What follows belongs to an exercise in optimizing a design on an open flow for small area; a production flow would make more cautious choices.
Where RTL was checked, it was by simulation tests only, not by an equivalence proof against the original.
Power is estimated from default activity; no workload was simulated.

==> inputs of trial 12 <==
// fpga_agc
  ...
clock: 19.5 ns
lec_check: 0
cap_margin: 20
core_margin: 2
core_utilization: 75
cts_buf_list: sky130_fd_sc_hd__clkbuf_8
cts_cluster_diameter: 50
cts_cluster_size: 18
slew_margin: 20
run.sh (not shown) runs the stock make flow with config.mk's settings and CLKGATE_MAP_FILE= SYNTH_SCRIPT=/design/flow/synth_recipe.tcl, a recipe that flattens the netlist after the stock synthesis.
==> inputs of trial 59, as changes to trial 12 <==
--- a/flow/config.mk
+++ b/flow/config.mk
@@ -9,3 +9,3 @@
 export CORE_MARGIN = 2
-export CORE_UTILIZATION = 75
+export CORE_UTILIZATION = 60
 export CTS_BUF_LIST = sky130_fd_sc_hd__clkbuf_8
==> flow_summary.ini <==
[pwr]
seq_power_share = 0.677

[die]
num_rows = 211

[detailed_routing]
routed-wl-met2_mm = 285
vias_per_cell = 6.29

[global_routing]
met3_usage = 0.0488

[timing]
fmax_ghz = 0.0866
relSlewSlack = 0.169

[setup_path]
reg2reg_depth = 10

[finish]
clk_share = 0.0370
n_all_buffers = 621

[run_status]
status = complete, no violations
[end of results for trial 12]
==> flow_summary.ini <==
[timing]
fmax_ghz = 0.0881
relSlewSlack = 0.217

[run_status]
status = complete, no violations

[pwr]
seq_power_share = 0.647

[detailed_routing]
routed-wl-met2_mm = 304

[global_routing]
met3_usage = 0.0377

[setup_path]
reg2reg_depth = 8

[finish]
clk_share = 0.0470

[die]
num_rows = 236
[end of results for trial 59]
No run of this note included a check of the RTL's function; only the layout flow was run.


==> v23 <==
fpga_agc, a different RTL version from the one above (not shown whole).
export LEC_CHECK = 0
export CAP_MARGIN = 20
export CORE_MARGIN = 2
export CORE_UTILIZATION = 65
export SLEW_MARGIN = 20
create_clock -name core_clock -period 19.5 [get_ports {clk}]
standard.sh (not shown) runs the stock make flow with config.mk's settings and CLKGATE_MAP_FILE= SYNTH_SCRIPT=/design/flow/synth_recipe.tcl, a recipe that flattens the netlist after the stock synthesis.
==> flow/flow/run.sh <==
#!/bin/bash
# Own flow: the standard ORFS layout, with two changes to how the layout is made:
#  - ports are buffered with sky130_fd_sc_hd__buf_1 instead of ORFS's default buffer;
#  - clock tree synthesis uses small clusters of clkbuf_8 leaf buffers and no dummy loads.
# Everything else (synthesis, floorplan, power grid, placement, routing) is standard.sh.
set -euo pipefail
export BUFFER_PORTS_ARGS="-buffer_cell sky130_fd_sc_hd__buf_1"
export CTS_ARGS="-sink_clustering_enable -repair_clock_nets -dont_use_dummy_load -buf_list sky130_fd_sc_hd__clkbuf_8 -sink_clustering_size 20 -sink_clustering_max_diameter 40"
bash standard.sh > standard_flow.log 2>&1
==> inputs of v13, as changes to v23 <==
--- a/flow/flow/run.sh
+++ b/flow/flow/run.sh
@@ -5,5 +5,5 @@
 # Everything else (synthesis, floorplan, power grid, placement, routing) is standard.sh.
 set -euo pipefail
 export BUFFER_PORTS_ARGS="-buffer_cell sky130_fd_sc_hd__buf_1"
-export CTS_ARGS="-sink_clustering_enable -repair_clock_nets -dont_use_dummy_load -buf_list sky130_fd_sc_hd__clkbuf_8 -sink_clustering_size 20 -sink_clustering_max_diameter 40"
+export CTS_ARGS="-sink_clustering_enable -repair_clock_nets -dont_use_dummy_load -buf_list sky130_fd_sc_hd__clkbuf_8 -sink_clustering_size 18 -sink_clustering_max_diameter 50"
 bash standard.sh > standard_flow.log 2>&1
--- a/flow/config.mk
+++ b/flow/config.mk
@@ -7,5 +7,5 @@
 export LEC_CHECK = 0
 export CAP_MARGIN = 20
 export CORE_MARGIN = 2
-export CORE_UTILIZATION = 65
+export CORE_UTILIZATION = 70
 export SLEW_MARGIN = 20
==> inputs of v11, as changes to v23 <==
--- a/flow/flow/run.sh
+++ b/flow/flow/run.sh
@@ -5,5 +5,5 @@
 # Everything else (synthesis, floorplan, power grid, placement, routing) is standard.sh.
 set -euo pipefail
 export BUFFER_PORTS_ARGS="-buffer_cell sky130_fd_sc_hd__buf_1"
-export CTS_ARGS="-sink_clustering_enable -repair_clock_nets -dont_use_dummy_load -buf_list sky130_fd_sc_hd__clkbuf_8 -sink_clustering_size 20 -sink_clustering_max_diameter 40"
+export CTS_ARGS="-sink_clustering_enable -repair_clock_nets -dont_use_dummy_load -buf_list sky130_fd_sc_hd__clkbuf_8 -sink_clustering_size 18 -sink_clustering_max_diameter 50"
 bash standard.sh > standard_flow.log 2>&1
--- a/flow/config.mk
+++ b/flow/config.mk
@@ -7,5 +7,5 @@
 export LEC_CHECK = 0
 export CAP_MARGIN = 20
 export CORE_MARGIN = 2
-export CORE_UTILIZATION = 65
+export CORE_UTILIZATION = 60
 export SLEW_MARGIN = 20
==> comparison table <==
quantity	v11	v23	v13
Filler cell count	32.3k	27.9k	24.1k
Initial antenna violation count	67	51	61
Iteration-0 DRC Markers	12.8k	12.9k	14.7k
Stages on worst setup path	8	9	9
Setup slack after placement	8.97 ns	8.67 ns	8.69 ns
Power, Total	27.0 mW	27.4 mW	26.8 mW
Run status	no timing/DRC/antenna violations	no timing/DRC/antenna violations	no timing/DRC/antenna violations
Layout Skew	0.0765 ns	0.0995 ns	0.0747 ns
Worst-case hold slack	0.317 ns	0.308 ns	0.322 ns
Endpoint of the most critical register-to-register path	traya_a08_NOR51203$_SDFF_PP1_	traya_a04_NOR36339$_SDFF_PP0_	traya_a13_NOR41117$_SDFF_PP0_
Internal Dissipation	21.3 mW	21.7 mW	21.2 mW
Number of tap cells added at floorplan	5451	4994	4599
Fmax	94.9 MHz	92.5 MHz	92.2 MHz
Reported leakage power	96.2 nW	96.9 nW	95.9 nW
CORE AREA	409000 µm²	376000 µm²	350000 µm²
Met1 usage	44.3%	46.0%	49.7%
Seq. cell area	180000 µm²	180000 µm²	180000 µm²
Routed vias	154k	156k	157k
Layout Nets	21.1k	21.2k	21.1k
Floorplan die area	415000 µm²	384000 µm²	356000 µm²
Register fraction of the total cell area	69.0%	68.8%	69.4%
Layout cells sized above 1	4.37%	4.77%	4.16%


==> inputs of trial 39 <==
Another version of the RTL of fpga_agc (not shown whole).
Settings: LEC_CHECK=0, CAP_MARGIN=20, CORE_MARGIN=2, CORE_UTILIZATION=40, CTS_BUF_LIST=sky130_fd_sc_hd__clkbuf_8, CTS_CLUSTER_DIAMETER=50, CTS_CLUSTER_SIZE=18, SLEW_MARGIN=20; clock period 19.5 ns.
run.sh (not shown) runs the stock make flow with config.mk's settings and CLKGATE_MAP_FILE= SYNTH_SCRIPT=/design/flow/synth_recipe.tcl, a recipe that flattens the netlist after the stock synthesis.
Stock flow here: none of the scripts above is used.
==> build 69 (differences from trial 39) <==
Settings changed: CTS_BUF_LIST sky130_fd_sc_hd__clkbuf_8 to sky130_fd_sc_hd__clkbuf_4, CTS_CLUSTER_DIAMETER 50 to unset, CTS_CLUSTER_SIZE 18 to 20.
==> build 84 (differences from trial 39) <==
Settings changed: CTS_BUF_LIST sky130_fd_sc_hd__clkbuf_8 to unset, CTS_CLUSTER_DIAMETER 50 to unset, CTS_CLUSTER_SIZE 18 to unset.
==> notes.md <==
Upper clock frequency limit: build 84 86.08 MHz; build 69 86.14 MHz; trial 39 86.09 MHz
Cell at the root of the clock tree: build 84 clkbuf_16; build 69 clkbuf_4; trial 39 clkbuf_8
Pwr Density: build 84 123.1 mW/mm2; build 69 119.0 mW/mm2; trial 39 106.4 mW/mm2
Layout fillers: build 84 58,410; build 69 59,820; trial 39 60,080
Outcome: build 84 complete, no violations; build 69 complete, no violations; trial 39 complete, no violations
Clock group power: build 84 0.0173 W; build 69 0.0158 W; trial 39 0.0105 W
Post-route worst setup slack: build 84 7883 ps; build 69 7891 ps; trial 39 7884 ps
Multi-input gate share of total cell area: build 84 21.28%; build 69 21.39%; trial 39 22.49%
Arrival time reported for the critical path endpoint: build 84 7720 ps; build 69 7710 ps; trial 39 7720 ps
Sequential share of cell area: build 84 63.44%; build 69 63.78%; trial 39 67.03%
H-Tree Depth: build 84 6; build 69 8; trial 39 6
Length of routed met2 wiring: build 84 322,900 um; build 69 330,800 um; trial 39 316,700 um
Fraction of layout instances using a drive strength above 1: build 84 6.957%; build 69 14.47%; trial 39 5.218%
Met1 layer wirelength in the final routing: build 84 341,000 um; build 69 342,800 um; trial 39 336,300 um
Mean routed wirelength per cell: build 84 22.23 um; build 69 21.16 um; trial 39 22.35 um
Comb power frac: build 84 0.7%; build 69 0.7%; trial 39 0.8%
Met1 Resource Use GR: build 84 29.87%; build 69 29.58%; trial 39 29.61%
Post-layout power: build 84 0.03732 W; build 69 0.03587 W; trial 39 0.03051 W
Number of diodes: build 84 41; build 69 70; trial 39 50
Worst clock skew: build 84 75.36 ps; build 69 187.4 ps; trial 39 81.70 ps
Net switching component of the power: build 84 0.007660 W; build 69 0.007789 W; trial 39 0.006642 W
Via count of the first global-routing pass: build 84 157,700; build 69 170,500; trial 39 153,900
Detail Route met3 WL: build 84 30,350 um; build 69 34,890 um; trial 39 32,720 um
Minimum period implied by the final worst setup slack: build 84 11,620 ps; build 69 11,610 ps; trial 39 11,620 ps
Proportion of power drawn by the clock network: build 84 46.3%; build 69 44.1%; trial 39 34.3%
Layout Area Growth over Synthesis: build 84 15.83%; build 69 15.22%; trial 39 9.625%

separate check: timing with driven ports:
No port has a modelled driver above. Below, the same layouts with a new extraction and two added sets of constraints. Step 1: set_driving_cell puts a clkbuf_16 on clk and a buf_2 on each other input, an assumption about the parent block. Step 2 times the ports against the registers' clock, not the clock port: input delays grow and output delays shrink by t, the midpoint of the rising clock arrivals with the driver on. a / b / c = ideal ports / drivers / drivers and shift; a / b = the first two.
run	t, ns	slack for setup (ns)	clock arrival spread, ns	worst register clock-pin slew, ns
trial 12	1.354	7.958 / 7.938 / 7.938	0.056 / 0.056	0.11 / 0.11
trial 59	1.379	8.152 / 8.132 / 8.132	0.053 / 0.053	0.11 / 0.11
v23	1.353	8.684 / 8.635 / 8.635	0.140 / 0.140	0.12 / 0.12
v13	1.343	8.654 / 8.603 / 8.603	0.082 / 0.082	0.12 / 0.12
v11	1.360	8.960 / 8.894 / 8.894	0.096 / 0.095	0.11 / 0.11
trial 39	1.425	7.884 / 7.858 / 7.858	0.110 / 0.110	0.11 / 0.11
build 69	1.948	7.891 / 7.863 / 7.863	0.207 / 0.207	0.08 / 0.08
build 84	1.250	7.883 / 7.855 / 7.855	0.099 / 0.100	0.09 / 0.09
After both steps every run listed still meets setup and hold. The setup slack of v11, which loses most, moves by -0.066 ns with the drivers and by -0.066 ns with both steps.
